From an optimization exercise on the open Yosys and OpenROAD flow, aimed at small area; shortcuts taken in it are not production practice. In this exercise RTL edits were held to simulation tests only and were not proved equivalent to the original.

==> flow/design.v <==
`timescale 1ns / 1ps
module reg_file (
    input clk,
    input reset,
    input we,               
    input [4:0]  rs1,              
    input [4:0]  rs2,              
    input [4:0]  rd,               
    input [31:0] wd,               
    output [31:0] rd1,              
    output [31:0] rd2               
);
    reg  [31:0] regs [1:31];
    reg  [31:1] valid;
    wire [31:1] wen;        
    wire [31:1] sel1, sel2;  
    rf_wdec u_wdec (.en(we), .a(rd), .y(wen));
    rf_dec u_dec1 (.a(rs1), .v(valid), .y(sel1));
    rf_dec u_dec2 (.a(rs2), .v(valid), .y(sel2));
    always @(posedge clk or posedge reset) begin
        if (reset)
            valid <= 31'b0;
        else
            valid <= valid | wen;
    end
    genvar g, b;
    generate
        for (g = 1; g < 32; g = g + 1) begin : gen_reg
            always @(posedge clk)
                if (wen[g])
                    regs[g] <= wd;
        end
    endgenerate
    generate
        for (b = 0; b < 32; b = b + 1) begin : gen_bit
            wire [31:1] q;
            for (g = 1; g < 32; g = g + 1) begin : gen_q
                assign q[g] = regs[g][b];
            end
            rf_read_bit u_r1 (.sel(sel1), .q(q), .y(rd1[b]));
            rf_read_bit u_r2 (.sel(sel2), .q(q), .y(rd2[b]));
        end
    endgenerate
endmodule
module rf_read_bit (
    input  [31:1] sel,
    input  [31:1] q,
    output        y
);
    wire [10:0] n;    
    genvar k;
    generate
        for (k = 0; k < 10; k = k + 1) begin : gen_aoi
            rf_aoi222 u (.a1(sel[3*k+1]), .a2(q[3*k+1]),
                         .b1(sel[3*k+2]), .b2(q[3*k+2]),
                         .c1(sel[3*k+3]), .c2(q[3*k+3]), .y(n[k]));
        end
    endgenerate
    rf_nand2 u_n2 (.a(sel[31]), .b(q[31]), .y(n[10]));
    wire [1:0] p;
    wire       m;
    rf_nand4 u_p0 (.a(n[0]), .b(n[1]), .c(n[2]), .d(n[3]), .y(p[0]));
    rf_nand4 u_p1 (.a(n[4]), .b(n[5]), .c(n[6]), .d(n[7]), .y(p[1]));
    rf_nor2  u_m  (.a(p[0]), .b(p[1]), .y(m));
    rf_nand4 u_o  (.a(m), .b(n[8]), .c(n[9]), .d(n[10]), .y(y));
endmodule
module rf_aoi222 (input a1, a2, b1, b2, c1, c2, output y);
    assign y = ~((a1 & a2) | (b1 & b2) | (c1 & c2));
endmodule
module rf_nand2 (input a, b, output y);
    assign y = ~(a & b);
endmodule
module rf_nor2 (input a, b, output y);
    assign y = ~(a | b);
endmodule
module rf_nand4 (input a, b, c, d, output y);
    assign y = ~(a & b & c & d);
endmodule
module rf_wdec (
    input         en,
    input  [4:0]  a,
    output [31:1] y
);
    wire [3:0] lo_n;    
    wire [7:0] hi_n;    
    genvar j, k;
    generate
        for (j = 0; j < 4; j = j + 1) begin : gen_lo
            assign lo_n[j] = ~(en & (a[1:0] == j));
        end
        for (k = 0; k < 8; k = k + 1) begin : gen_hi
            assign hi_n[k] = ~(a[4:2] == k);
        end
        for (j = 1; j < 32; j = j + 1) begin : gen_y
            assign y[j] = ~(lo_n[j % 4] | hi_n[j / 4]);
        end
    endgenerate
endmodule
module rf_dec (
    input  [4:0]  a,
    input  [31:1] v,
    output [31:1] y
);
    wire [3:0] lo_n;    
    wire [7:0] hi_n;    
    genvar j, k;
    generate
        for (j = 0; j < 4; j = j + 1) begin : gen_lo
            assign lo_n[j] = ~(a[1:0] == j);
        end
        for (k = 0; k < 8; k = k + 1) begin : gen_hi
            assign hi_n[k] = ~(a[4:2] == k);
        end
        for (j = 1; j < 32; j = j + 1) begin : gen_y
            assign y[j] = ~(lo_n[j % 4] | hi_n[j / 4]) & v[j];
        end
    endgenerate
endmodule
Settings: LEC_CHECK=0, CAP_MARGIN=20, CORE_MARGIN=2, CORE_UTILIZATION=50, CTS_BUF_LIST=sky130_fd_sc_hd__clkbuf_8, CTS_CLUSTER_DIAMETER=60, CTS_CLUSTER_SIZE=15, SLEW_MARGIN=20, SYNTH_HIERARCHICAL=1, SYNTH_MINIMUM_KEEP_SIZE=0; clock period 7.0 ns.
standard.sh (not shown) runs the stock make flow with config.mk's settings and CLKGATE_MAP_FILE= SYNTH_SCRIPT=/design/flow/synth_recipe.tcl, a recipe that flattens the netlist after the stock synthesis.
==> flow/flow/run.sh <==
#!/bin/bash
# The standard ORFS layout (standard.sh, unchanged synthesis), with these
# area-oriented changes passed to ORFS as variables:
#  - ports are buffered with buf_2 instead of the default buffer cell, and
#    before resizing the output ports' buffers become buf_1 (pre_resize.tcl),
#  - CTS uses clkbuf_8 with small, compact sink clusters and no dummy loads.
# ORFS writes each tool's log under orfs/logs/; make's output goes to
# flow_make.log.
set -euo pipefail
HERE=$(cd "$(dirname "${BASH_SOURCE[0]}")" && pwd)
export BUFFER_PORTS_ARGS="-buffer_cell sky130_fd_sc_hd__buf_2"
export PRE_RESIZE_TCL="$HERE/pre_resize.tcl"
export CTS_ARGS="-sink_clustering_enable -repair_clock_nets -dont_use_dummy_load -buf_list sky130_fd_sc_hd__clkbuf_8 -sink_clustering_size 15 -sink_clustering_max_diameter 60"
bash standard.sh finish > flow_make.log 2>&1
==> flow/flow/pre_resize.tcl <==
# Output ports drive only the 0.01 pF pin load: use buf_1 for their port
# buffers (repair_design, which follows, fixes any violation this makes).
foreach port [get_ports -filter "direction == output"] {
  set net [get_nets [get_full_name $port]]
  foreach pin [get_pins -of_objects $net] {
    if {[get_property $pin direction] ne "output"} continue
    set inst [get_cells -of_objects $pin]
    if {[string match "*/sky130_fd_sc_hd__buf_2" [get_full_name [get_lib_cells -of_objects $inst]]]} {
      replace_cell $inst sky130_fd_sc_hd__buf_1
    }
  }
}
The baseline completed without violations.
Change:
==> flow/run.sh (new file) <==
#!/bin/bash
# synth_recipe.tcl (not shown) runs the flow's synth.tcl, then flattens the netlist and writes it again
# the make line also repeats each setting of config.mk as NAME=value (left out here)
make -C /OpenROAD-flow-scripts/flow DESIGN_CONFIG=/design/flow/config.mk WORK_HOME=/design/flow/orfs CLKGATE_MAP_FILE= SYNTH_SCRIPT=/design/flow/synth_recipe.tcl finish
removed: flow/flow/run.sh
removed: flow/flow/pre_resize.tcl
removed: flow/standard.sh
Effect: The new run completed with no timing, DRC or antenna violations. Cell area went up by 3.1%. Final cell count went up by 3.0%. Count of clock-buffer cells in the layout went up by 3. First-iteration DRC count went up by 3.3%. Setup slack degrades by 770 ps.

separate check: timing with driven ports:
The results above use ideal ports. As a check the final layouts listed here were re-extracted and re-timed, cells and wires unchanged.
Step 1 sets driving cells, clkbuf_16 on the clock port and buf_2 on the other inputs (assumed; they add their load-dependent delay and slew).
Step 2 moves the port delays by t, midway between the first and last clock arrival at a register: inputs arrive t later, outputs are due t later. That takes back most of the time a late clock gives input paths.
Three values: no drivers, after step 1, after step 2; two values: the first two.
run | t, ns | slack for setup (ns) | hold WS [ns]
the first run | 0.758 | 1.360 / 1.334 / 1.334 | 0.478 / 0.478 / 0.478
the second run | 0.768 | 0.590 / 0.566 / 0.566 | 0.482 / 0.482 / 0.482
After both steps setup and hold are still met in every run listed. For the first run, which loses most, drivers alone change the setup slack by -0.026 ns; drivers and shift together by -0.026 ns.
